This design comes from an exercise in tuning for small area and a short achievable clock period on the open sky130 flow, not from production work. Function not checked in this run: the RTL went through the layout flow alone. Power figures rest on the tool's default switching activity, not on a simulated workload.

$ cat flow/design.v
module multiplier_logic (
    input  wire        clk,
    input  wire        rst_n,
    input  wire [15:0] a,
    input  wire [15:0] b,
    output reg  [31:0] y
);
  reg r1_a0;
  reg r1_a1;
  reg r1_a2;
  reg r1_a3;
  reg r1_a4;
  reg r1_a5;
  reg r1_a6;
  reg r1_a7;
  reg r1_a8;
  reg r1_a9;
  reg r1_a10;
  reg r1_a11;
  reg r1_a12;
  reg r1_a13;
  reg r1_a14;
  reg r1_a15;
  reg r1_b15;
  reg r1_one1;
  reg r1_two2;
  reg r1_neg3;
  reg r1_one4;
  reg r1_two5;
  reg r1_neg6;
  reg r1_one7;
  reg r1_two8;
  reg r1_neg9;
  reg r1_one10;
  reg r1_two11;
  reg r1_neg12;
  reg r1_one13;
  reg r1_two14;
  reg r1_neg15;
  reg r1_one16;
  reg r1_two17;
  reg r1_neg18;
  reg r1_one19;
  reg r1_two20;
  reg r1_neg21;
  reg r1_one22;
  reg r1_two23;
  reg r1_neg24;
  reg r2_s193;
  reg r2_s195;
  reg r2_s199;
  reg r2_c200;
  reg r2_s201;
  reg r2_p63;
  reg r2_s203;
  reg r2_c202;
  reg r2_c204;
  reg r2_s205;
  reg r2_s207;
  reg r2_s209;
  reg r2_c210;
  reg r2_s213;
  reg r2_c214;
  reg r2_s219;
  reg r2_c218;
  reg r2_s221;
  reg r2_c220;
  reg r2_s223;
  reg r2_s227;
  reg r2_c224;
  reg r2_s229;
  reg r2_s233;
  reg r2_c230;
  reg r2_s235;
  reg r2_c236;
  reg r2_s241;
  reg r2_s243;
  reg r2_s245;
  reg r2_s247;
  reg r2_c242;
  reg r2_c244;
  reg r2_s249;
  reg r2_s253;
  reg r2_s255;
  reg r2_c250;
  reg r2_s257;
  reg r2_s261;
  reg r2_c258;
  reg r2_s263;
  reg r2_s265;
  reg r2_s269;
  reg r2_s271;
  reg r2_c264;
  reg r2_c266;
  reg r2_s273;
  reg r2_s279;
  reg r2_c274;
  reg r2_s281;
  reg r2_s283;
  reg r2_c282;
  reg r2_c284;
  reg r2_s291;
  reg r2_s293;
  reg r2_s297;
  reg r2_c292;
  reg r2_c294;
  reg r2_s299;
  reg r2_s301;
  reg r2_c300;
  reg r2_c302;
  reg r2_s307;
  reg r2_s309;
  reg r2_s311;
  reg r2_s313;
  reg r2_c308;
  reg r2_c310;
  reg r2_s315;
  reg r2_s317;
  reg r2_s319;
  reg r2_c316;
  reg r2_s321;
  reg r2_s325;
  reg r2_c322;
  reg r2_s327;
  reg r2_s331;
  reg r2_c328;
  reg r2_s333;
  reg r2_c332;
  reg r2_s335;
  reg r2_c334;
  reg r2_s337;
  reg r2_s339;
  reg r2_c338;
  reg r2_s341;
  reg r2_c342;
  reg r2_s345;
  reg r2_c346;
  reg r2_s349;
  reg r2_c348;
  reg r2_s351;
  reg r2_c350;
  reg r2_c352;
  reg r2_s353;
  reg r2_s355;
  reg r3_r2_s193;
  reg r3_r2_s195;
  reg r3_r2_s199;
  reg r3_s357;
  reg r3_s361;
  reg r3_s365;
  reg r3_c366;
  reg r3_s367;
  reg r3_r2_c210;
  reg r3_r2_s213;
  reg r3_c368;
  reg r3_r2_c214;
  reg r3_r2_s219;
  reg r3_r2_s223;
  reg r3_s369;
  reg r3_c370;
  reg r3_s371;
  reg r3_c372;
  reg r3_s373;
  reg r3_c374;
  reg r3_s375;
  reg r3_s377;
  reg r3_s379;
  reg r3_c380;
  reg r3_s383;
  reg r3_c384;
  reg r3_s387;
  reg r3_s393;
  reg r3_c392;
  reg r3_s397;
  reg r3_c394;
  reg r3_c398;
  reg r3_s401;
  reg r3_s407;
  reg r3_c406;
  reg r3_s411;
  reg r3_c408;
  reg r3_s417;
  reg r3_c416;
  reg r3_s421;
  reg r3_c418;
  reg r3_s425;
  reg r3_c424;
  reg r3_s427;
  reg r3_c426;
  reg r3_s431;
  reg r3_s435;
  reg r3_s437;
  reg r3_c436;
  reg r3_s439;
  reg r3_s441;
  reg r3_c440;
  reg r3_s443;
  reg r3_r2_s355;
  reg r3_c444;
  wire one1 = b[0] ^ 1'b0;
  wire two2 = (b[1] & ~b[0] & ~1'b0) | (~b[1] & b[0] & 1'b0);
  wire neg3 = b[1];
  wire one4 = b[2] ^ b[1];
  wire two5 = (b[3] & ~b[2] & ~b[1]) | (~b[3] & b[2] & b[1]);
  wire neg6 = b[3];
  wire one7 = b[4] ^ b[3];
  wire two8 = (b[5] & ~b[4] & ~b[3]) | (~b[5] & b[4] & b[3]);
  wire neg9 = b[5];
  wire one10 = b[6] ^ b[5];
  wire two11 = (b[7] & ~b[6] & ~b[5]) | (~b[7] & b[6] & b[5]);
  wire neg12 = b[7];
  wire one13 = b[8] ^ b[7];
  wire two14 = (b[9] & ~b[8] & ~b[7]) | (~b[9] & b[8] & b[7]);
  wire neg15 = b[9];
  wire one16 = b[10] ^ b[9];
  wire two17 = (b[11] & ~b[10] & ~b[9]) | (~b[11] & b[10] & b[9]);
  wire neg18 = b[11];
  wire one19 = b[12] ^ b[11];
  wire two20 = (b[13] & ~b[12] & ~b[11]) | (~b[13] & b[12] & b[11]);
  wire neg21 = b[13];
  wire one22 = b[14] ^ b[13];
  wire two23 = (b[15] & ~b[14] & ~b[13]) | (~b[15] & b[14] & b[13]);
  wire neg24 = b[15];
  wire p25 = ((r1_one1 & r1_a0) | (r1_two2 & 1'b0)) ^ r1_neg3;
  wire p26 = ((r1_one1 & r1_a1) | (r1_two2 & r1_a0)) ^ r1_neg3;
  wire p27 = ((r1_one1 & r1_a2) | (r1_two2 & r1_a1)) ^ r1_neg3;
  wire p28 = ((r1_one1 & r1_a3) | (r1_two2 & r1_a2)) ^ r1_neg3;
  wire p29 = ((r1_one1 & r1_a4) | (r1_two2 & r1_a3)) ^ r1_neg3;
  wire p30 = ((r1_one1 & r1_a5) | (r1_two2 & r1_a4)) ^ r1_neg3;
  wire p31 = ((r1_one1 & r1_a6) | (r1_two2 & r1_a5)) ^ r1_neg3;
  wire p32 = ((r1_one1 & r1_a7) | (r1_two2 & r1_a6)) ^ r1_neg3;
  wire p33 = ((r1_one1 & r1_a8) | (r1_two2 & r1_a7)) ^ r1_neg3;
  wire p34 = ((r1_one1 & r1_a9) | (r1_two2 & r1_a8)) ^ r1_neg3;
  wire p35 = ((r1_one1 & r1_a10) | (r1_two2 & r1_a9)) ^ r1_neg3;
  wire p36 = ((r1_one1 & r1_a11) | (r1_two2 & r1_a10)) ^ r1_neg3;
  wire p37 = ((r1_one1 & r1_a12) | (r1_two2 & r1_a11)) ^ r1_neg3;
  wire p38 = ((r1_one1 & r1_a13) | (r1_two2 & r1_a12)) ^ r1_neg3;
  wire p39 = ((r1_one1 & r1_a14) | (r1_two2 & r1_a13)) ^ r1_neg3;
  wire p40 = ((r1_one1 & r1_a15) | (r1_two2 & r1_a14)) ^ r1_neg3;
  wire p41 = ((r1_one1 & 1'b0) | (r1_two2 & r1_a15)) ^ r1_neg3;
  wire ns42 = ~r1_neg3;
  wire ng43 = r1_neg3;
  wire p44 = ((r1_one4 & r1_a0) | (r1_two5 & 1'b0)) ^ r1_neg6;
  wire p45 = ((r1_one4 & r1_a1) | (r1_two5 & r1_a0)) ^ r1_neg6;
  wire p46 = ((r1_one4 & r1_a2) | (r1_two5 & r1_a1)) ^ r1_neg6;
  wire p47 = ((r1_one4 & r1_a3) | (r1_two5 & r1_a2)) ^ r1_neg6;
  wire p48 = ((r1_one4 & r1_a4) | (r1_two5 & r1_a3)) ^ r1_neg6;
  wire p49 = ((r1_one4 & r1_a5) | (r1_two5 & r1_a4)) ^ r1_neg6;
  wire p50 = ((r1_one4 & r1_a6) | (r1_two5 & r1_a5)) ^ r1_neg6;
  wire p51 = ((r1_one4 & r1_a7) | (r1_two5 & r1_a6)) ^ r1_neg6;
  wire p52 = ((r1_one4 & r1_a8) | (r1_two5 & r1_a7)) ^ r1_neg6;
  wire p53 = ((r1_one4 & r1_a9) | (r1_two5 & r1_a8)) ^ r1_neg6;
  wire p54 = ((r1_one4 & r1_a10) | (r1_two5 & r1_a9)) ^ r1_neg6;
  wire p55 = ((r1_one4 & r1_a11) | (r1_two5 & r1_a10)) ^ r1_neg6;
  wire p56 = ((r1_one4 & r1_a12) | (r1_two5 & r1_a11)) ^ r1_neg6;
  wire p57 = ((r1_one4 & r1_a13) | (r1_two5 & r1_a12)) ^ r1_neg6;
  wire p58 = ((r1_one4 & r1_a14) | (r1_two5 & r1_a13)) ^ r1_neg6;
  wire p59 = ((r1_one4 & r1_a15) | (r1_two5 & r1_a14)) ^ r1_neg6;
  wire p60 = ((r1_one4 & 1'b0) | (r1_two5 & r1_a15)) ^ r1_neg6;
  wire ns61 = ~r1_neg6;
  wire ng62 = r1_neg6;
  wire p63 = ((r1_one7 & r1_a0) | (r1_two8 & 1'b0)) ^ r1_neg9;
  wire p64 = ((r1_one7 & r1_a1) | (r1_two8 & r1_a0)) ^ r1_neg9;
  wire p65 = ((r1_one7 & r1_a2) | (r1_two8 & r1_a1)) ^ r1_neg9;
  wire p66 = ((r1_one7 & r1_a3) | (r1_two8 & r1_a2)) ^ r1_neg9;
  wire p67 = ((r1_one7 & r1_a4) | (r1_two8 & r1_a3)) ^ r1_neg9;
  wire p68 = ((r1_one7 & r1_a5) | (r1_two8 & r1_a4)) ^ r1_neg9;
  wire p69 = ((r1_one7 & r1_a6) | (r1_two8 & r1_a5)) ^ r1_neg9;
  wire p70 = ((r1_one7 & r1_a7) | (r1_two8 & r1_a6)) ^ r1_neg9;
  wire p71 = ((r1_one7 & r1_a8) | (r1_two8 & r1_a7)) ^ r1_neg9;
  wire p72 = ((r1_one7 & r1_a9) | (r1_two8 & r1_a8)) ^ r1_neg9;
  wire p73 = ((r1_one7 & r1_a10) | (r1_two8 & r1_a9)) ^ r1_neg9;
  wire p74 = ((r1_one7 & r1_a11) | (r1_two8 & r1_a10)) ^ r1_neg9;
  wire p75 = ((r1_one7 & r1_a12) | (r1_two8 & r1_a11)) ^ r1_neg9;
  wire p76 = ((r1_one7 & r1_a13) | (r1_two8 & r1_a12)) ^ r1_neg9;
  wire p77 = ((r1_one7 & r1_a14) | (r1_two8 & r1_a13)) ^ r1_neg9;
  wire p78 = ((r1_one7 & r1_a15) | (r1_two8 & r1_a14)) ^ r1_neg9;
  wire p79 = ((r1_one7 & 1'b0) | (r1_two8 & r1_a15)) ^ r1_neg9;
  wire ns80 = ~r1_neg9;
  wire ng81 = r1_neg9;
  wire p82 = ((r1_one10 & r1_a0) | (r1_two11 & 1'b0)) ^ r1_neg12;
  wire p83 = ((r1_one10 & r1_a1) | (r1_two11 & r1_a0)) ^ r1_neg12;
  wire p84 = ((r1_one10 & r1_a2) | (r1_two11 & r1_a1)) ^ r1_neg12;
  wire p85 = ((r1_one10 & r1_a3) | (r1_two11 & r1_a2)) ^ r1_neg12;
  wire p86 = ((r1_one10 & r1_a4) | (r1_two11 & r1_a3)) ^ r1_neg12;
  wire p87 = ((r1_one10 & r1_a5) | (r1_two11 & r1_a4)) ^ r1_neg12;
  wire p88 = ((r1_one10 & r1_a6) | (r1_two11 & r1_a5)) ^ r1_neg12;
  wire p89 = ((r1_one10 & r1_a7) | (r1_two11 & r1_a6)) ^ r1_neg12;
  wire p90 = ((r1_one10 & r1_a8) | (r1_two11 & r1_a7)) ^ r1_neg12;
  wire p91 = ((r1_one10 & r1_a9) | (r1_two11 & r1_a8)) ^ r1_neg12;
  wire p92 = ((r1_one10 & r1_a10) | (r1_two11 & r1_a9)) ^ r1_neg12;
  wire p93 = ((r1_one10 & r1_a11) | (r1_two11 & r1_a10)) ^ r1_neg12;
  wire p94 = ((r1_one10 & r1_a12) | (r1_two11 & r1_a11)) ^ r1_neg12;
  wire p95 = ((r1_one10 & r1_a13) | (r1_two11 & r1_a12)) ^ r1_neg12;
  wire p96 = ((r1_one10 & r1_a14) | (r1_two11 & r1_a13)) ^ r1_neg12;
  wire p97 = ((r1_one10 & r1_a15) | (r1_two11 & r1_a14)) ^ r1_neg12;
  wire p98 = ((r1_one10 & 1'b0) | (r1_two11 & r1_a15)) ^ r1_neg12;
  wire ns99 = ~r1_neg12;
  wire ng100 = r1_neg12;
  wire p101 = ((r1_one13 & r1_a0) | (r1_two14 & 1'b0)) ^ r1_neg15;
  wire p102 = ((r1_one13 & r1_a1) | (r1_two14 & r1_a0)) ^ r1_neg15;
  wire p103 = ((r1_one13 & r1_a2) | (r1_two14 & r1_a1)) ^ r1_neg15;
  wire p104 = ((r1_one13 & r1_a3) | (r1_two14 & r1_a2)) ^ r1_neg15;
  wire p105 = ((r1_one13 & r1_a4) | (r1_two14 & r1_a3)) ^ r1_neg15;
  wire p106 = ((r1_one13 & r1_a5) | (r1_two14 & r1_a4)) ^ r1_neg15;
  wire p107 = ((r1_one13 & r1_a6) | (r1_two14 & r1_a5)) ^ r1_neg15;
  wire p108 = ((r1_one13 & r1_a7) | (r1_two14 & r1_a6)) ^ r1_neg15;
  wire p109 = ((r1_one13 & r1_a8) | (r1_two14 & r1_a7)) ^ r1_neg15;
  wire p110 = ((r1_one13 & r1_a9) | (r1_two14 & r1_a8)) ^ r1_neg15;
  wire p111 = ((r1_one13 & r1_a10) | (r1_two14 & r1_a9)) ^ r1_neg15;
  wire p112 = ((r1_one13 & r1_a11) | (r1_two14 & r1_a10)) ^ r1_neg15;
  wire p113 = ((r1_one13 & r1_a12) | (r1_two14 & r1_a11)) ^ r1_neg15;
  wire p114 = ((r1_one13 & r1_a13) | (r1_two14 & r1_a12)) ^ r1_neg15;
  wire p115 = ((r1_one13 & r1_a14) | (r1_two14 & r1_a13)) ^ r1_neg15;
  wire p116 = ((r1_one13 & r1_a15) | (r1_two14 & r1_a14)) ^ r1_neg15;
  wire p117 = ((r1_one13 & 1'b0) | (r1_two14 & r1_a15)) ^ r1_neg15;
  wire ns118 = ~r1_neg15;
  wire ng119 = r1_neg15;
  wire p120 = ((r1_one16 & r1_a0) | (r1_two17 & 1'b0)) ^ r1_neg18;
  wire p121 = ((r1_one16 & r1_a1) | (r1_two17 & r1_a0)) ^ r1_neg18;
  wire p122 = ((r1_one16 & r1_a2) | (r1_two17 & r1_a1)) ^ r1_neg18;
  wire p123 = ((r1_one16 & r1_a3) | (r1_two17 & r1_a2)) ^ r1_neg18;
  wire p124 = ((r1_one16 & r1_a4) | (r1_two17 & r1_a3)) ^ r1_neg18;
  wire p125 = ((r1_one16 & r1_a5) | (r1_two17 & r1_a4)) ^ r1_neg18;
  wire p126 = ((r1_one16 & r1_a6) | (r1_two17 & r1_a5)) ^ r1_neg18;
  wire p127 = ((r1_one16 & r1_a7) | (r1_two17 & r1_a6)) ^ r1_neg18;
  wire p128 = ((r1_one16 & r1_a8) | (r1_two17 & r1_a7)) ^ r1_neg18;
  wire p129 = ((r1_one16 & r1_a9) | (r1_two17 & r1_a8)) ^ r1_neg18;
  wire p130 = ((r1_one16 & r1_a10) | (r1_two17 & r1_a9)) ^ r1_neg18;
  wire p131 = ((r1_one16 & r1_a11) | (r1_two17 & r1_a10)) ^ r1_neg18;
  wire p132 = ((r1_one16 & r1_a12) | (r1_two17 & r1_a11)) ^ r1_neg18;
  wire p133 = ((r1_one16 & r1_a13) | (r1_two17 & r1_a12)) ^ r1_neg18;
  wire p134 = ((r1_one16 & r1_a14) | (r1_two17 & r1_a13)) ^ r1_neg18;
  wire p135 = ((r1_one16 & r1_a15) | (r1_two17 & r1_a14)) ^ r1_neg18;
  wire p136 = ((r1_one16 & 1'b0) | (r1_two17 & r1_a15)) ^ r1_neg18;
  wire ns137 = ~r1_neg18;
  wire ng138 = r1_neg18;
  wire p139 = ((r1_one19 & r1_a0) | (r1_two20 & 1'b0)) ^ r1_neg21;
  wire p140 = ((r1_one19 & r1_a1) | (r1_two20 & r1_a0)) ^ r1_neg21;
  wire p141 = ((r1_one19 & r1_a2) | (r1_two20 & r1_a1)) ^ r1_neg21;
  wire p142 = ((r1_one19 & r1_a3) | (r1_two20 & r1_a2)) ^ r1_neg21;
  wire p143 = ((r1_one19 & r1_a4) | (r1_two20 & r1_a3)) ^ r1_neg21;
  wire p144 = ((r1_one19 & r1_a5) | (r1_two20 & r1_a4)) ^ r1_neg21;
  wire p145 = ((r1_one19 & r1_a6) | (r1_two20 & r1_a5)) ^ r1_neg21;
  wire p146 = ((r1_one19 & r1_a7) | (r1_two20 & r1_a6)) ^ r1_neg21;
  wire p147 = ((r1_one19 & r1_a8) | (r1_two20 & r1_a7)) ^ r1_neg21;
  wire p148 = ((r1_one19 & r1_a9) | (r1_two20 & r1_a8)) ^ r1_neg21;
  wire p149 = ((r1_one19 & r1_a10) | (r1_two20 & r1_a9)) ^ r1_neg21;
  wire p150 = ((r1_one19 & r1_a11) | (r1_two20 & r1_a10)) ^ r1_neg21;
  wire p151 = ((r1_one19 & r1_a12) | (r1_two20 & r1_a11)) ^ r1_neg21;
  wire p152 = ((r1_one19 & r1_a13) | (r1_two20 & r1_a12)) ^ r1_neg21;
  wire p153 = ((r1_one19 & r1_a14) | (r1_two20 & r1_a13)) ^ r1_neg21;
  wire p154 = ((r1_one19 & r1_a15) | (r1_two20 & r1_a14)) ^ r1_neg21;
  wire p155 = ((r1_one19 & 1'b0) | (r1_two20 & r1_a15)) ^ r1_neg21;
  wire ns156 = ~r1_neg21;
  wire ng157 = r1_neg21;
  wire p158 = ((r1_one22 & r1_a0) | (r1_two23 & 1'b0)) ^ r1_neg24;
  wire p159 = ((r1_one22 & r1_a1) | (r1_two23 & r1_a0)) ^ r1_neg24;
  wire p160 = ((r1_one22 & r1_a2) | (r1_two23 & r1_a1)) ^ r1_neg24;
  wire p161 = ((r1_one22 & r1_a3) | (r1_two23 & r1_a2)) ^ r1_neg24;
  wire p162 = ((r1_one22 & r1_a4) | (r1_two23 & r1_a3)) ^ r1_neg24;
  wire p163 = ((r1_one22 & r1_a5) | (r1_two23 & r1_a4)) ^ r1_neg24;
  wire p164 = ((r1_one22 & r1_a6) | (r1_two23 & r1_a5)) ^ r1_neg24;
  wire p165 = ((r1_one22 & r1_a7) | (r1_two23 & r1_a6)) ^ r1_neg24;
  wire p166 = ((r1_one22 & r1_a8) | (r1_two23 & r1_a7)) ^ r1_neg24;
  wire p167 = ((r1_one22 & r1_a9) | (r1_two23 & r1_a8)) ^ r1_neg24;
  wire p168 = ((r1_one22 & r1_a10) | (r1_two23 & r1_a9)) ^ r1_neg24;
  wire p169 = ((r1_one22 & r1_a11) | (r1_two23 & r1_a10)) ^ r1_neg24;
  wire p170 = ((r1_one22 & r1_a12) | (r1_two23 & r1_a11)) ^ r1_neg24;
  wire p171 = ((r1_one22 & r1_a13) | (r1_two23 & r1_a12)) ^ r1_neg24;
  wire p172 = ((r1_one22 & r1_a14) | (r1_two23 & r1_a13)) ^ r1_neg24;
  wire p173 = ((r1_one22 & r1_a15) | (r1_two23 & r1_a14)) ^ r1_neg24;
  wire p174 = ((r1_one22 & 1'b0) | (r1_two23 & r1_a15)) ^ r1_neg24;
  wire ns175 = ~r1_neg24;
  wire ng176 = r1_neg24;
  wire p177 = r1_a0 & r1_b15;
  wire p178 = r1_a1 & r1_b15;
  wire p179 = r1_a2 & r1_b15;
  wire p180 = r1_a3 & r1_b15;
  wire p181 = r1_a4 & r1_b15;
  wire p182 = r1_a5 & r1_b15;
  wire p183 = r1_a6 & r1_b15;
  wire p184 = r1_a7 & r1_b15;
  wire p185 = r1_a8 & r1_b15;
  wire p186 = r1_a9 & r1_b15;
  wire p187 = r1_a10 & r1_b15;
  wire p188 = r1_a11 & r1_b15;
  wire p189 = r1_a12 & r1_b15;
  wire p190 = r1_a13 & r1_b15;
  wire p191 = r1_a14 & r1_b15;
  wire p192 = r1_a15 & r1_b15;
  wire s193 = ng43 ^ p25;
  wire c194 = ng43 & p25;
  wire s195 = p26 ^ c194;
  wire c196 = p26 & c194;
  wire s197, c198;
  mult_fa u_s197 (.x(p44), .y(ng62), .z(p27), .s(s197), .c(c198));
  wire s199 = c196 ^ s197;
  wire c200 = c196 & s197;
  wire s201, c202;
  mult_fa u_s201 (.x(c198), .y(p28), .z(p45), .s(s201), .c(c202));
  wire s203, c204;
  mult_fa u_s203 (.x(p46), .y(ng81), .z(p29), .s(s203), .c(c204));
  wire s205, c206;
  mult_fa u_s205 (.x(p64), .y(p30), .z(p47), .s(s205), .c(c206));
  wire s207, c208;
  mult_fa u_s207 (.x(p48), .y(ng100), .z(p31), .s(s207), .c(c208));
  wire s209, c210;
  mult_fa u_s209 (.x(c206), .y(p65), .z(p82), .s(s209), .c(c210));
  wire s211, c212;
  mult_fa u_s211 (.x(p66), .y(p32), .z(p49), .s(s211), .c(c212));
  wire s213, c214;
  mult_fa u_s213 (.x(s211), .y(p83), .z(c208), .s(s213), .c(c214));
  wire s215, c216;
  mult_fa u_s215 (.x(p33), .y(ng119), .z(p101), .s(s215), .c(c216));
  wire s217, c218;
  mult_fa u_s217 (.x(p84), .y(p50), .z(p67), .s(s217), .c(c218));
  wire s219, c220;
  mult_fa u_s219 (.x(s217), .y(c212), .z(s215), .s(s219), .c(c220));
  wire s221, c222;
  mult_fa u_s221 (.x(p51), .y(p102), .z(p34), .s(s221), .c(c222));
  wire s223, c224;
  mult_fa u_s223 (.x(c216), .y(p68), .z(p85), .s(s223), .c(c224));
  wire s225, c226;
  mult_fa u_s225 (.x(p120), .y(ng138), .z(p103), .s(s225), .c(c226));
  wire s227, c228;
  mult_fa u_s227 (.x(p69), .y(p35), .z(p52), .s(s227), .c(c228));
  wire s229, c230;
  mult_fa u_s229 (.x(s225), .y(p86), .z(c222), .s(s229), .c(c230));
  wire s231, c232;
  mult_fa u_s231 (.x(p36), .y(p104), .z(p121), .s(s231), .c(c232));
  wire s233, c234;
  mult_fa u_s233 (.x(p87), .y(p53), .z(p70), .s(s233), .c(c234));
  wire s235, c236;
  mult_fa u_s235 (.x(s231), .y(c226), .z(c228), .s(s235), .c(c236));
  wire s237, c238;
  mult_fa u_s237 (.x(p122), .y(ng157), .z(p105), .s(s237), .c(c238));
  wire s239, c240;
  mult_fa u_s239 (.x(p54), .y(p139), .z(p37), .s(s239), .c(c240));
  wire s241, c242;
  mult_fa u_s241 (.x(c232), .y(p71), .z(p88), .s(s241), .c(c242));
  wire s243, c244;
  mult_fa u_s243 (.x(s239), .y(c234), .z(s237), .s(s243), .c(c244));
  wire s245, c246;
  mult_fa u_s245 (.x(p140), .y(p106), .z(p123), .s(s245), .c(c246));
  wire s247, c248;
  mult_fa u_s247 (.x(p72), .y(p38), .z(p55), .s(s247), .c(c248));
  wire s249, c250;
  mult_fa u_s249 (.x(c240), .y(p89), .z(c238), .s(s249), .c(c250));
  wire s251, c252;
  mult_fa u_s251 (.x(p124), .y(ng176), .z(p107), .s(s251), .c(c252));
  wire s253, c254;
  mult_fa u_s253 (.x(p39), .y(p141), .z(p158), .s(s253), .c(c254));
  wire s255, c256;
  mult_fa u_s255 (.x(p90), .y(p56), .z(p73), .s(s255), .c(c256));
  wire s257, c258;
  mult_fa u_s257 (.x(s251), .y(c246), .z(c248), .s(s257), .c(c258));
  wire s259, c260;
  mult_fa u_s259 (.x(p142), .y(p108), .z(p125), .s(s259), .c(c260));
  wire s261, c262;
  mult_fa u_s261 (.x(p57), .y(p159), .z(p40), .s(s261), .c(c262));
  wire s263, c264;
  mult_fa u_s263 (.x(c252), .y(p74), .z(p91), .s(s263), .c(c264));
  wire s265, c266;
  mult_fa u_s265 (.x(s259), .y(c254), .z(c256), .s(s265), .c(c266));
  wire s267, c268;
  mult_fa u_s267 (.x(p126), .y(p177), .z(p109), .s(s267), .c(c268));
  wire s269, c270;
  mult_fa u_s269 (.x(p41), .y(p143), .z(p160), .s(s269), .c(c270));
  wire s271, c272;
  mult_fa u_s271 (.x(p92), .y(p58), .z(p75), .s(s271), .c(c272));
  wire s273, c274;
  mult_fa u_s273 (.x(s267), .y(c260), .z(c262), .s(s273), .c(c274));
  wire s275, c276;
  mult_fa u_s275 (.x(p178), .y(1'b1), .z(ns42), .s(s275), .c(c276));
  wire s277, c278;
  mult_fa u_s277 (.x(p144), .y(p110), .z(p127), .s(s277), .c(c278));
  wire s279, c280;
  mult_fa u_s279 (.x(p76), .y(p161), .z(p59), .s(s279), .c(c280));
  wire s281, c282;
  mult_fa u_s281 (.x(c268), .y(p93), .z(s275), .s(s281), .c(c282));
  wire s283, c284;
  mult_fa u_s283 (.x(s277), .y(c270), .z(c272), .s(s283), .c(c284));
  wire s285, c286;
  mult_fa u_s285 (.x(p111), .y(1'b1), .z(p179), .s(s285), .c(c286));
  wire s287, c288;
  mult_fa u_s287 (.x(p162), .y(p128), .z(p145), .s(s287), .c(c288));
  wire s289, c290;
  mult_fa u_s289 (.x(p94), .y(p60), .z(p77), .s(s289), .c(c290));
  wire s291, c292;
  mult_fa u_s291 (.x(c280), .y(c276), .z(c278), .s(s291), .c(c292));
  wire s293, c294;
  mult_fa u_s293 (.x(s289), .y(s285), .z(s287), .s(s293), .c(c294));
  wire s295, c296;
  mult_fa u_s295 (.x(p112), .y(ns61), .z(p180), .s(s295), .c(c296));
  wire s297, c298;
  mult_fa u_s297 (.x(p163), .y(p129), .z(p146), .s(s297), .c(c298));
  wire s299, c300;
  mult_fa u_s299 (.x(c286), .y(p78), .z(p95), .s(s299), .c(c300));
  wire s301, c302;
  mult_fa u_s301 (.x(s295), .y(c288), .z(c290), .s(s301), .c(c302));
  wire s303, c304;
  mult_fa u_s303 (.x(p113), .y(1'b1), .z(p181), .s(s303), .c(c304));
  wire s305, c306;
  mult_fa u_s305 (.x(p164), .y(p130), .z(p147), .s(s305), .c(c306));
  wire s307, c308;
  mult_fa u_s307 (.x(c296), .y(p79), .z(p96), .s(s307), .c(c308));
  wire s309, c310;
  mult_fa u_s309 (.x(s305), .y(c298), .z(s303), .s(s309), .c(c310));
  wire s311, c312;
  mult_fa u_s311 (.x(p114), .y(ns80), .z(p182), .s(s311), .c(c312));
  wire s313, c314;
  mult_fa u_s313 (.x(p165), .y(p131), .z(p148), .s(s313), .c(c314));
  wire s315, c316;
  mult_fa u_s315 (.x(c306), .y(p97), .z(c304), .s(s315), .c(c316));
  wire s317, c318;
  mult_fa u_s317 (.x(p115), .y(1'b1), .z(p183), .s(s317), .c(c318));
  wire s319, c320;
  mult_fa u_s319 (.x(p166), .y(p132), .z(p149), .s(s319), .c(c320));
  wire s321, c322;
  mult_fa u_s321 (.x(c314), .y(p98), .z(c312), .s(s321), .c(c322));
  wire s323, c324;
  mult_fa u_s323 (.x(p116), .y(ns99), .z(p184), .s(s323), .c(c324));
  wire s325, c326;
  mult_fa u_s325 (.x(p167), .y(p133), .z(p150), .s(s325), .c(c326));
  wire s327, c328;
  mult_fa u_s327 (.x(s323), .y(c318), .z(c320), .s(s327), .c(c328));
  wire s329, c330;
  mult_fa u_s329 (.x(p117), .y(1'b1), .z(p185), .s(s329), .c(c330));
  wire s331, c332;
  mult_fa u_s331 (.x(p168), .y(p134), .z(p151), .s(s331), .c(c332));
  wire s333, c334;
  mult_fa u_s333 (.x(s329), .y(c324), .z(c326), .s(s333), .c(c334));
  wire s335, c336;
  mult_fa u_s335 (.x(p135), .y(ns118), .z(p186), .s(s335), .c(c336));
  wire s337, c338;
  mult_fa u_s337 (.x(c330), .y(p152), .z(p169), .s(s337), .c(c338));
  wire s339, c340;
  mult_fa u_s339 (.x(p136), .y(1'b1), .z(p187), .s(s339), .c(c340));
  wire s341, c342;
  mult_fa u_s341 (.x(c336), .y(p153), .z(p170), .s(s341), .c(c342));
  wire s343, c344;
  mult_fa u_s343 (.x(p154), .y(ns137), .z(p188), .s(s343), .c(c344));
  wire s345, c346;
  mult_fa u_s345 (.x(s343), .y(p171), .z(c340), .s(s345), .c(c346));
  wire s347, c348;
  mult_fa u_s347 (.x(p155), .y(1'b1), .z(p189), .s(s347), .c(c348));
  wire s349, c350;
  mult_fa u_s349 (.x(s347), .y(p172), .z(c344), .s(s349), .c(c350));
  wire s351, c352;
  mult_fa u_s351 (.x(p173), .y(ns156), .z(p190), .s(s351), .c(c352));
  wire s353, c354;
  mult_fa u_s353 (.x(p174), .y(1'b1), .z(p191), .s(s353), .c(c354));
  wire s355, c356;
  mult_fa u_s355 (.x(c354), .y(ns175), .z(p192), .s(s355), .c(c356));
  wire s357 = r2_c200 ^ r2_s201;
  wire c358 = r2_c200 & r2_s201;
  wire s359, c360;
  mult_fa u_s359 (.x(r2_s203), .y(r2_c202), .z(r2_p63), .s(s359), .c(c360));
  wire s361 = c358 ^ s359;
  wire c362 = c358 & s359;
  wire s363, c364;
  mult_fa u_s363 (.x(c360), .y(r2_c204), .z(r2_s205), .s(s363), .c(c364));
  wire s365 = c362 ^ s363;
  wire c366 = c362 & s363;
  wire s367, c368;
  mult_fa u_s367 (.x(c364), .y(r2_s207), .z(r2_s209), .s(s367), .c(c368));
  wire s369, c370;
  mult_fa u_s369 (.x(r2_s221), .y(r2_c218), .z(r2_c220), .s(s369), .c(c370));
  wire s371, c372;
  mult_fa u_s371 (.x(r2_s229), .y(r2_c224), .z(r2_s227), .s(s371), .c(c372));
  wire s373, c374;
  mult_fa u_s373 (.x(r2_s235), .y(r2_c230), .z(r2_s233), .s(s373), .c(c374));
  wire s375, c376;
  mult_fa u_s375 (.x(r2_s243), .y(r2_c236), .z(r2_s241), .s(s375), .c(c376));
  wire s377, c378;
  mult_fa u_s377 (.x(r2_s245), .y(r2_c242), .z(r2_c244), .s(s377), .c(c378));
  wire s379, c380;
  mult_fa u_s379 (.x(c376), .y(r2_s247), .z(r2_s249), .s(s379), .c(c380));
  wire s381, c382;
  mult_fa u_s381 (.x(r2_s255), .y(r2_c250), .z(r2_s253), .s(s381), .c(c382));
  wire s383, c384;
  mult_fa u_s383 (.x(s381), .y(r2_s257), .z(c378), .s(s383), .c(c384));
  wire s385, c386;
  mult_fa u_s385 (.x(r2_s263), .y(r2_c258), .z(r2_s261), .s(s385), .c(c386));
  wire s387, c388;
  mult_fa u_s387 (.x(s385), .y(r2_s265), .z(c382), .s(s387), .c(c388));
  wire s389, c390;
  mult_fa u_s389 (.x(r2_s269), .y(r2_c264), .z(r2_c266), .s(s389), .c(c390));
  wire s391, c392;
  mult_fa u_s391 (.x(c386), .y(r2_s271), .z(r2_s273), .s(s391), .c(c392));
  wire s393, c394;
  mult_fa u_s393 (.x(s391), .y(s389), .z(c388), .s(s393), .c(c394));
  wire s395, c396;
  mult_fa u_s395 (.x(r2_s281), .y(r2_c274), .z(r2_s279), .s(s395), .c(c396));
  wire s397, c398;
  mult_fa u_s397 (.x(s395), .y(r2_s283), .z(c390), .s(s397), .c(c398));
  wire s399, c400;
  mult_fa u_s399 (.x(r2_s291), .y(r2_c282), .z(r2_c284), .s(s399), .c(c400));
  wire s401, c402;
  mult_fa u_s401 (.x(s399), .y(r2_s293), .z(c396), .s(s401), .c(c402));
  wire s403, c404;
  mult_fa u_s403 (.x(r2_s297), .y(r2_c292), .z(r2_c294), .s(s403), .c(c404));
  wire s405, c406;
  mult_fa u_s405 (.x(c400), .y(r2_s299), .z(r2_s301), .s(s405), .c(c406));
  wire s407, c408;
  mult_fa u_s407 (.x(s405), .y(s403), .z(c402), .s(s407), .c(c408));
  wire s409, c410;
  mult_fa u_s409 (.x(r2_s307), .y(r2_c300), .z(r2_c302), .s(s409), .c(c410));
  wire s411, c412;
  mult_fa u_s411 (.x(s409), .y(r2_s309), .z(c404), .s(s411), .c(c412));
  wire s413, c414;
  mult_fa u_s413 (.x(r2_s311), .y(r2_c308), .z(r2_c310), .s(s413), .c(c414));
  wire s415, c416;
  mult_fa u_s415 (.x(c410), .y(r2_s313), .z(r2_s315), .s(s415), .c(c416));
  wire s417, c418;
  mult_fa u_s417 (.x(s415), .y(s413), .z(c412), .s(s417), .c(c418));
  wire s419, c420;
  mult_fa u_s419 (.x(r2_s319), .y(r2_c316), .z(r2_s317), .s(s419), .c(c420));
  wire s421, c422;
  mult_fa u_s421 (.x(s419), .y(r2_s321), .z(c414), .s(s421), .c(c422));
  wire s423, c424;
  mult_fa u_s423 (.x(r2_s327), .y(r2_c322), .z(r2_s325), .s(s423), .c(c424));
  wire s425, c426;
  mult_fa u_s425 (.x(c422), .y(c420), .z(s423), .s(s425), .c(c426));
  wire s427, c428;
  mult_fa u_s427 (.x(r2_s333), .y(r2_c328), .z(r2_s331), .s(s427), .c(c428));
  wire s429, c430;
  mult_fa u_s429 (.x(r2_s335), .y(r2_c332), .z(r2_c334), .s(s429), .c(c430));
  wire s431, c432;
  mult_fa u_s431 (.x(s429), .y(r2_s337), .z(c428), .s(s431), .c(c432));
  wire s433, c434;
  mult_fa u_s433 (.x(r2_s341), .y(r2_c338), .z(r2_s339), .s(s433), .c(c434));
  wire s435, c436;
  mult_fa u_s435 (.x(c432), .y(c430), .z(s433), .s(s435), .c(c436));
  wire s437, c438;
  mult_fa u_s437 (.x(c434), .y(r2_c342), .z(r2_s345), .s(s437), .c(c438));
  wire s439, c440;
  mult_fa u_s439 (.x(c438), .y(r2_c346), .z(r2_s349), .s(s439), .c(c440));
  wire s441, c442;
  mult_fa u_s441 (.x(r2_s351), .y(r2_c348), .z(r2_c350), .s(s441), .c(c442));
  wire s443, c444;
  mult_fa u_s443 (.x(c442), .y(r2_c352), .z(r2_s353), .s(s443), .c(c444));
  wire s445 = r3_c368 ^ r3_r2_c210;
  wire c446 = r3_c368 & r3_r2_c210;
  wire s447 = r3_r2_c214 ^ r3_r2_s219;
  wire c448 = r3_r2_c214 & r3_r2_s219;
  wire s449 = r3_r2_s223 ^ r3_s369;
  wire c450 = r3_r2_s223 & r3_s369;
  wire s451 = r3_c370 ^ r3_s371;
  wire c452 = r3_c370 & r3_s371;
  wire s453 = r3_c372 ^ r3_s373;
  wire c454 = r3_c372 & r3_s373;
  wire s455 = r3_c374 ^ r3_s375;
  wire c456 = r3_c374 & r3_s375;
  wire s457 = r3_s377 ^ r3_s379;
  wire c458 = r3_s377 & r3_s379;
  wire s459 = r3_c380 ^ r3_s383;
  wire c460 = r3_c380 & r3_s383;
  wire s461 = r3_c384 ^ r3_s387;
  wire c462 = r3_c384 & r3_s387;
  wire s463 = r3_c392 ^ r3_c394;
  wire c464 = r3_c392 & r3_c394;
  wire s465 = r3_c398 ^ r3_s401;
  wire c466 = r3_c398 & r3_s401;
  wire s467 = r3_c406 ^ r3_c408;
  wire c468 = r3_c406 & r3_c408;
  wire s469 = r3_c416 ^ r3_c418;
  wire c470 = r3_c416 & r3_c418;
  wire s471 = r3_c424 ^ r3_c426;
  wire c472 = r3_c424 & r3_c426;
  wire [31:0] ra = {r3_c444, r3_s443, r3_c440, r3_s439, r3_c436, r3_s435, r3_s431, r3_s427, r3_s425, r3_s421, r3_s417, r3_s411, r3_s407, c464, r3_s397, r3_s393, c460, c458, c456, c454, c452, c450, c448, c446, r3_r2_s213, r3_c366, r3_s365, r3_s361, r3_s357, r3_r2_s199, r3_r2_s195, r3_r2_s193};
  wire [31:0] rb = {r3_r2_s355, 1'b0, r3_s441, 1'b0, r3_s437, 1'b0, c472, s471, c470, s469, c468, s467, c466, s465, s463, c462, s461, s459, s457, s455, s453, s451, s449, s447, s445, r3_s367, 1'b0, 1'b0, 1'b0, 1'b0, 1'b0, 1'b0};
  wire [24:0] plo = ra[23:0] + rb[23:0];
  reg [24:0] r4_plo;
  reg [7:0] r4_ha, r4_hb;
  always @(posedge clk) begin r4_plo <= plo; r4_ha <= ra[31:24]; r4_hb <= rb[31:24]; end
  wire [8:0] phs = {r4_ha, r4_plo[24]} + {r4_hb, r4_plo[24]};
  wire [7:0] phi = phs[8:1];
  wire [31:0] prod = {phi, r4_plo[23:0]};
  always @(posedge clk) begin
    r1_a0 <= a[0];
    r1_a1 <= a[1];
    r1_a2 <= a[2];
    r1_a3 <= a[3];
    r1_a4 <= a[4];
    r1_a5 <= a[5];
    r1_a6 <= a[6];
    r1_a7 <= a[7];
    r1_a8 <= a[8];
    r1_a9 <= a[9];
    r1_a10 <= a[10];
    r1_a11 <= a[11];
    r1_a12 <= a[12];
    r1_a13 <= a[13];
    r1_a14 <= a[14];
    r1_a15 <= a[15];
    r1_b15 <= b[15];
    r1_one1 <= one1;
    r1_two2 <= two2;
    r1_neg3 <= neg3;
    r1_one4 <= one4;
    r1_two5 <= two5;
    r1_neg6 <= neg6;
    r1_one7 <= one7;
    r1_two8 <= two8;
    r1_neg9 <= neg9;
    r1_one10 <= one10;
    r1_two11 <= two11;
    r1_neg12 <= neg12;
    r1_one13 <= one13;
    r1_two14 <= two14;
    r1_neg15 <= neg15;
    r1_one16 <= one16;
    r1_two17 <= two17;
    r1_neg18 <= neg18;
    r1_one19 <= one19;
    r1_two20 <= two20;
    r1_neg21 <= neg21;
    r1_one22 <= one22;
    r1_two23 <= two23;
    r1_neg24 <= neg24;
    r2_s193 <= s193;
    r2_s195 <= s195;
    r2_s199 <= s199;
    r2_c200 <= c200;
    r2_s201 <= s201;
    r2_p63 <= p63;
    r2_s203 <= s203;
    r2_c202 <= c202;
    r2_c204 <= c204;
    r2_s205 <= s205;
    r2_s207 <= s207;
    r2_s209 <= s209;
    r2_c210 <= c210;
    r2_s213 <= s213;
    r2_c214 <= c214;
    r2_s219 <= s219;
    r2_c218 <= c218;
    r2_s221 <= s221;
    r2_c220 <= c220;
    r2_s223 <= s223;
    r2_s227 <= s227;
    r2_c224 <= c224;
    r2_s229 <= s229;
    r2_s233 <= s233;
    r2_c230 <= c230;
    r2_s235 <= s235;
    r2_c236 <= c236;
    r2_s241 <= s241;
    r2_s243 <= s243;
    r2_s245 <= s245;
    r2_s247 <= s247;
    r2_c242 <= c242;
    r2_c244 <= c244;
    r2_s249 <= s249;
    r2_s253 <= s253;
    r2_s255 <= s255;
    r2_c250 <= c250;
    r2_s257 <= s257;
    r2_s261 <= s261;
    r2_c258 <= c258;
    r2_s263 <= s263;
    r2_s265 <= s265;
    r2_s269 <= s269;
    r2_s271 <= s271;
    r2_c264 <= c264;
    r2_c266 <= c266;
    r2_s273 <= s273;
    r2_s279 <= s279;
    r2_c274 <= c274;
    r2_s281 <= s281;
    r2_s283 <= s283;
    r2_c282 <= c282;
    r2_c284 <= c284;
    r2_s291 <= s291;
    r2_s293 <= s293;
    r2_s297 <= s297;
    r2_c292 <= c292;
    r2_c294 <= c294;
    r2_s299 <= s299;
    r2_s301 <= s301;
    r2_c300 <= c300;
    r2_c302 <= c302;
    r2_s307 <= s307;
    r2_s309 <= s309;
    r2_s311 <= s311;
    r2_s313 <= s313;
    r2_c308 <= c308;
    r2_c310 <= c310;
    r2_s315 <= s315;
    r2_s317 <= s317;
    r2_s319 <= s319;
    r2_c316 <= c316;
    r2_s321 <= s321;
    r2_s325 <= s325;
    r2_c322 <= c322;
    r2_s327 <= s327;
    r2_s331 <= s331;
    r2_c328 <= c328;
    r2_s333 <= s333;
    r2_c332 <= c332;
    r2_s335 <= s335;
    r2_c334 <= c334;
    r2_s337 <= s337;
    r2_s339 <= s339;
    r2_c338 <= c338;
    r2_s341 <= s341;
    r2_c342 <= c342;
    r2_s345 <= s345;
    r2_c346 <= c346;
    r2_s349 <= s349;
    r2_c348 <= c348;
    r2_s351 <= s351;
    r2_c350 <= c350;
    r2_c352 <= c352;
    r2_s353 <= s353;
    r2_s355 <= s355;
    r3_r2_s193 <= r2_s193;
    r3_r2_s195 <= r2_s195;
    r3_r2_s199 <= r2_s199;
    r3_s357 <= s357;
    r3_s361 <= s361;
    r3_s365 <= s365;
    r3_c366 <= c366;
    r3_s367 <= s367;
    r3_r2_c210 <= r2_c210;
    r3_r2_s213 <= r2_s213;
    r3_c368 <= c368;
    r3_r2_c214 <= r2_c214;
    r3_r2_s219 <= r2_s219;
    r3_r2_s223 <= r2_s223;
    r3_s369 <= s369;
    r3_c370 <= c370;
    r3_s371 <= s371;
    r3_c372 <= c372;
    r3_s373 <= s373;
    r3_c374 <= c374;
    r3_s375 <= s375;
    r3_s377 <= s377;
    r3_s379 <= s379;
    r3_c380 <= c380;
    r3_s383 <= s383;
    r3_c384 <= c384;
    r3_s387 <= s387;
    r3_s393 <= s393;
    r3_c392 <= c392;
    r3_s397 <= s397;
    r3_c394 <= c394;
    r3_c398 <= c398;
    r3_s401 <= s401;
    r3_s407 <= s407;
    r3_c406 <= c406;
    r3_s411 <= s411;
    r3_c408 <= c408;
    r3_s417 <= s417;
    r3_c416 <= c416;
    r3_s421 <= s421;
    r3_c418 <= c418;
    r3_s425 <= s425;
    r3_c424 <= c424;
    r3_s427 <= s427;
    r3_c426 <= c426;
    r3_s431 <= s431;
    r3_s435 <= s435;
    r3_s437 <= s437;
    r3_c436 <= c436;
    r3_s439 <= s439;
    r3_s441 <= s441;
    r3_c440 <= c440;
    r3_s443 <= s443;
    r3_r2_s355 <= r2_s355;
    r3_c444 <= c444;
  end
  reg [3:0] v;
  always @(posedge clk) begin
    if (!rst_n) begin
      v <= 4'd0;
      y <= 32'd0;
    end else begin
      v <= {v[2:0], 1'b1};
      y <= v[3] ? prod : 32'd0;
    end
  end
endmodule
module mult_fa (input wire x, input wire y, input wire z, output wire s, output wire c);
  assign s = x ^ y ^ z;
  assign c = (x & y) | (x & z) | (y & z);
endmodule
$ cat flow/flow/run.sh
#!/bin/bash
# Layout: the standard flow (standard.sh) with two changes to how it is
# built, none to what is built or measured:
#  - the port buffers that global placement inserts are plain buf_1 cells
#    (repair_timing still resizes any that timing needs);
#  - clock tree synthesis runs with the settings of config.mk
#    (CTS_CLUSTER_SIZE 50, CTS_CLUSTER_DIAMETER 60) but inserts no dummy
#    load cells.
# All tool output goes to standard_flow.log here; ORFS's per-step logs stay
# under orfs/logs/.
set -euo pipefail
export BUFFER_PORTS_ARGS="-buffer_cell sky130_fd_sc_hd__buf_1"
export CTS_ARGS="-sink_clustering_enable -repair_clock_nets -sink_clustering_size 50 -sink_clustering_max_diameter 60 -dont_use_dummy_load"
bash standard.sh > standard_flow.log 2>&1
$ cat flow/standard.sh
#!/bin/bash
# synth_recipe.tcl (not shown) runs the flow's synth.tcl, then flattens the netlist and writes it again
# the make line also repeats each setting of config.mk as NAME=value (left out here)
make -C /OpenROAD-flow-scripts/flow DESIGN_CONFIG=/design/flow/config.mk WORK_HOME=/design/flow/orfs CLKGATE_MAP_FILE= SYNTH_SCRIPT=/design/flow/synth_recipe.tcl "${@:-finish}"
$ cat flow/config.mk
export PLATFORM = sky130hd
export DESIGN_NAME = multiplier_logic
export DESIGN_NICKNAME = multiplier_logic
export VERILOG_FILES = /design/flow/design.v
export SDC_FILE = /design/flow/constraint.sdc
export NUM_CORES = 4
export LEC_CHECK = 0
export CAP_MARGIN = 20
export CORE_MARGIN = 2
export CORE_UTILIZATION = 40
export CTS_CLUSTER_DIAMETER = 60
export CTS_CLUSTER_SIZE = 50
export PLACE_DENSITY = 0.7
export SETUP_SLACK_MARGIN = 2.5
export SLEW_MARGIN = 20
export SYNTH_HIERARCHICAL = 1
export SYNTH_MINIMUM_KEEP_SIZE = 0
$ cat flow/constraint.sdc
create_clock -name core_clock -period 4.5 [get_ports {clk}]
set_input_delay 0.9000 -clock core_clock [delete_from_list [all_inputs] [get_ports {clk}]]
set_output_delay 0.9000 -clock core_clock [all_outputs]
set_load 0.01 [all_outputs]
==> summary.txt <==
==> power groups by stage <==
stage | Clock [mW] | Sequential (mW) | Combinational [mW]
finish | 1.53 | 3.72 | 4.29
global route | 1.68 | 3.80 | 4.85
CTS | 1.59 | 3.71 | 3.94
detailed placement | 0 | 3.74 | 3.35
global placement | 0 | 3.72 | 3.27
floorplan | 0 | 3.50 | 2.75
==> flip-flops by register name, summed over array words and instances, names as in the netlist, 4 cells and up <==
signal  cells
y          32
r4_hb       5
r4_plo     25
r4_ha       8
v           4
==> Yosys stat by module (local to each module, per instance) <==
module,cells inside,times used
mult_fa,1,120
multiplier_logic,903,1
==> cells in the mapped netlist, types with 2 or more instances <==
master | n | area share [%]
xor2_1 | 16 | 1.1
dfxtp_1 | 265 | 44
or4_1 | 2 | 0.12
nand2_1 | 33 | 1.0
a21oi_2 | 2 | 0.14
nor3_1 | 4 | 0.16
and3_1 | 25 | 1.3
a211oi_1 | 5 | 0.31
o21ai_0 | 18 | 0.74
ha_1 | 41 | 4.2
nand3_1 | 10 | 0.41
xnor2_1 | 144 | 10
nor2b_1 | 5 | 0.26
nor3b_1 | 2 | 0.12
o211ai_1 | 2 | 0.12
a22oi_1 | 120 | 7.4
a31oi_1 | 2 | 0.10
fa_1 | 122 | 20
clkbuf_1 | 73 | 2.2
nand3b_1 | 6 | 0.37
nand2b_1 | 6 | 0.31
nor2_1 | 21 | 0.65
a21o_1 | 9 | 0.55
nand4_1 | 5 | 0.26
a21oi_1 | 17 | 0.70
o211a_1 | 2 | 0.16
o21a_1 | 2 | 0.12
and2_1 | 20 | 1.0
buf_2 | 20 | 0.82
inv_1 | 12 | 0.37
==> routing by layer <==
layer,routed length (µm),vias to the layer above,track usage [%]
met1,11360,3617,22.53
met4,637,0,5.386
met2,12100,299,27.32
met3,2017,49,3.026
li1,-,3447,-
met5,0,-,0
==> final cells by class <==
| type | count | area share (%) |
|---|---|---|
| multi-input cells | 658 | 49.46 |
| flip-flops and latches | 265 | 39.48 |
| clock buffers | 20 | 3.626 |
| repair buffers | 92 | 3.553 |
| well taps | 390 | 3.535 |
| inverters | 13 | 0.3535 |
==> per-stage QoR <==
stage | total power, mW | worst slack [ns] | util [%]
6_report | 9.539 | 2.380 | 46.33
5_1_grt | 10.34 | 2.260 | 46.33
4_1_cts | 9.241 | 2.334 | 45.52
3_5_place_dp | 7.094 | 2.037 | 42.37
3_3_place_gp | 6.990 | 1.962 | 42.36
2_1_floorplan | 6.258 | 2.478 | -
==> how the worst max path moves through the flow <==
stage / endpoint / slack (ns) / depth (start not counted)
3_5_place_dp: r2_s243$_DFF_P_ / 2.04 / 3
2_1_floorplan: r2_s293$_DFF_P_ / 2.48 / 6
4_1_cts: r4_plo[24]$_DFF_P_ / 2.33 / 7
6_report: r4_plo[24]$_DFF_P_ / 2.38 / 7
5_1_grt: r4_plo[16]$_DFF_P_ / 2.26 / 7
3_3_place_gp: r2_s293$_DFF_P_ / 1.96 / 3
==> logic make-up after synthesis <==
logic type                 share of synthesized area, %
adders and majority gates                         24.25
buffers and inverters                             3.563
xor gates and xnor gates                          11.50
other                                           0.03077
AOI/OAI and AO/OA                                 10.97
and+or+nand+nor                                   6.160
DFF                                               43.53
==> timing repair <==
item | CTS | global route
hold buffers | 0 | 0
resized for setup | 104 | 41
endpoints found under the setup margin | 74 | 35
pin swaps | 21 | 15
buffers inserted | 11 | 8
==> flow_summary_export.csv <==
group,metric,value,unit
global_routing,grt_max_degree,39,
route,drc,0,
hold_path,hold_class,"flip-flop to flip-flop",
placed_design,place.gp.congestion,0.8912,
layout,antenna_cells,0,
layout,layout.nets,1247,
route,first_pass_iters,5,
setup_path,cp_num_buf_inv,0,
layout,layout_commonest_cell,"dfxtp_1",
setup_path,critPathRequiredTime,4.86,ns
power_and_ir_drop,vdd.ir_drop.worst,0.3245,mV
placed_design,dpl.hpwl,17000,µm
layout,layout.cells.non_filler,1438,
power_and_ir_drop,netSwitchingFraction,35.43,%
power_and_ir_drop,leakagePower,5.246,nW
power_and_ir_drop,powerDensity,691.1,nW/µm²
route,vias,7412,
power_and_ir_drop,pwr-share-clk,16.1,%
setup_path,reg2reg_to,"r4_plo[24]$_DFF_P_",
floorplanning,die_w,178.5,µm
run,cap_violations,0,
setup_path,crit_fanout,2,
power_and_ir_drop,p_sw,3.379,mW
floorplanning,die_h,178.5,µm
route,drtAntennaViolNets,0,
layout,drive_gt1_share,13.26,%
global_routing,antenna_found_initial,0,
setup_path,crit_chain,"ha_4 > fa_2 > a211oi_4 > nor3_2 > o32a_1 > a21oi_2 > o21ai_2",
layout,final_cell_mix,"dfxtp_1, xnor2_1, fa_1, a22oi_1, buf_1",
timing,rsz0062_at_grt,"true",
hold_path,min_path_cells,0,
clocking,clockBufferDepth,3,
floorplanning,core,29800,µm²
setup_path,r2r_slack,2.38,ns
hold_path,min_to,"r3_r2_s199$_DFF_P_",
placed_design,io_buffers,65,
outcome,status,"no timing/DRC/antenna violations",
layout,register_area,5449,µm²
timing,setup_viol,0,
layout,syn_to_final_growth,13.26,%
placed_design,place_area,12620,µm²
setup_path,critical_path_class,"flip-flop to flip-flop",
layout,multiInputGateArea,6827,µm²
global_routing,grt_usage,16.73,%
route,avgRoutedWirePerCell,18.16,µm
clocking,cts_tree,"done",
route,drtIter0Drc,525,
clocking,clock_sinks,265,
synthesis,syn_area,12190,µm²
setup_path,reg2reg_from,"r3_r2_c210$_DFF_P_",
global_routing,grt_pass1_vias,7898,
global_routing,grt_pass1_wl,42070,µm
synthesis,ys.flop_type,"dfxtp_1",
placed_design,dp_cells,1399,
synthesis,synth-edff-count,0,
layout,finish.instance_area,13800,µm²
timing,hold_ws,0.2783,ns
setup_path,path_delay_family,"compound AO/OA/AOI/OAI gates",
route,via_per_inst,5.154,
setup_path,ff2ff_path_depth,7,
floorplanning,io_pins,66,
synthesis,synth_seq_area_share,43.53,%
floorplanning,die-area,31880,µm²
setup_path,crit_start,"r3_r2_c210$_DFF_P_",
setup_path,worstPathArrival,2.48,ns
synthesis,ys_types,42,
timing,drv_slew,0,
clocking,clk_latency,0.54,ns
timing,post-route-min-period,2.120,ns
setup_path,worstSetupStartpointType,"flip-flop",
synthesis,syn_inst,1023,
timing,post-route-period-util,47.11,%
clocking,cts_root_buffer,"clkbuf_16",
timing,skew,0.06941,ns
timing,finalSetupTns,0,ns
route,wirelength,26120,µm
power_and_ir_drop,internal_power,6.159,mW
synthesis,ys_ff_latch,265,
setup_path,worst_path_largest_cell_delay,0.40,ns
synthesis,syn_area_per_cell,11.91,µm²
global_routing,overflow,0,
floorplanning,placementRows,63,
setup_path,critPathSlowestCell,"o32a_1",
floorplanning,start_util,40.90,%
power_and_ir_drop,combinationalPowerShare,45.0,%
layout,fillers,2698,
timing,finalHoldViolations,0,
timing,fmax,471.7,MHz
clocking,numCtsBuffers,20,
clocking,cts_htree_levels,1,
clocking,clkTransAtPathRegs,0.12,ns
setup_path,end_kind,"flip-flop",
hold_path,hp-start,"r2_s199$_DFF_P_",
power_and_ir_drop,seq_power_share,39.0,%
synthesis,async_flop_share,0,%
synthesis,yosysWarnings,7,

-- static timing again, ports no longer ideal --
Ports are ideal in the flow. The routed layout listed here was re-timed in OpenROAD. Step 1, drivers: a clkbuf_16 drives clk and a buf_2 each remaining input, both assumed. Step 2 times the ports against the registers' clock, not the clock port: input delays grow and output delays shrink by t, the midpoint of the rising clock arrivals with the driver on. a / b / c = ideal / step 1 / step 2; a / b = the first two.
t, ns: 0.548
slack for setup (ns): 2.380 / 2.380 / 2.334
worst slew at a driven data input, ns: 0.04
pins driven straight from the clock port: 1
After both steps this run still meets setup and hold. The setup slack of this run moves by 0.000 ns with the drivers and by -0.046 ns with both steps.
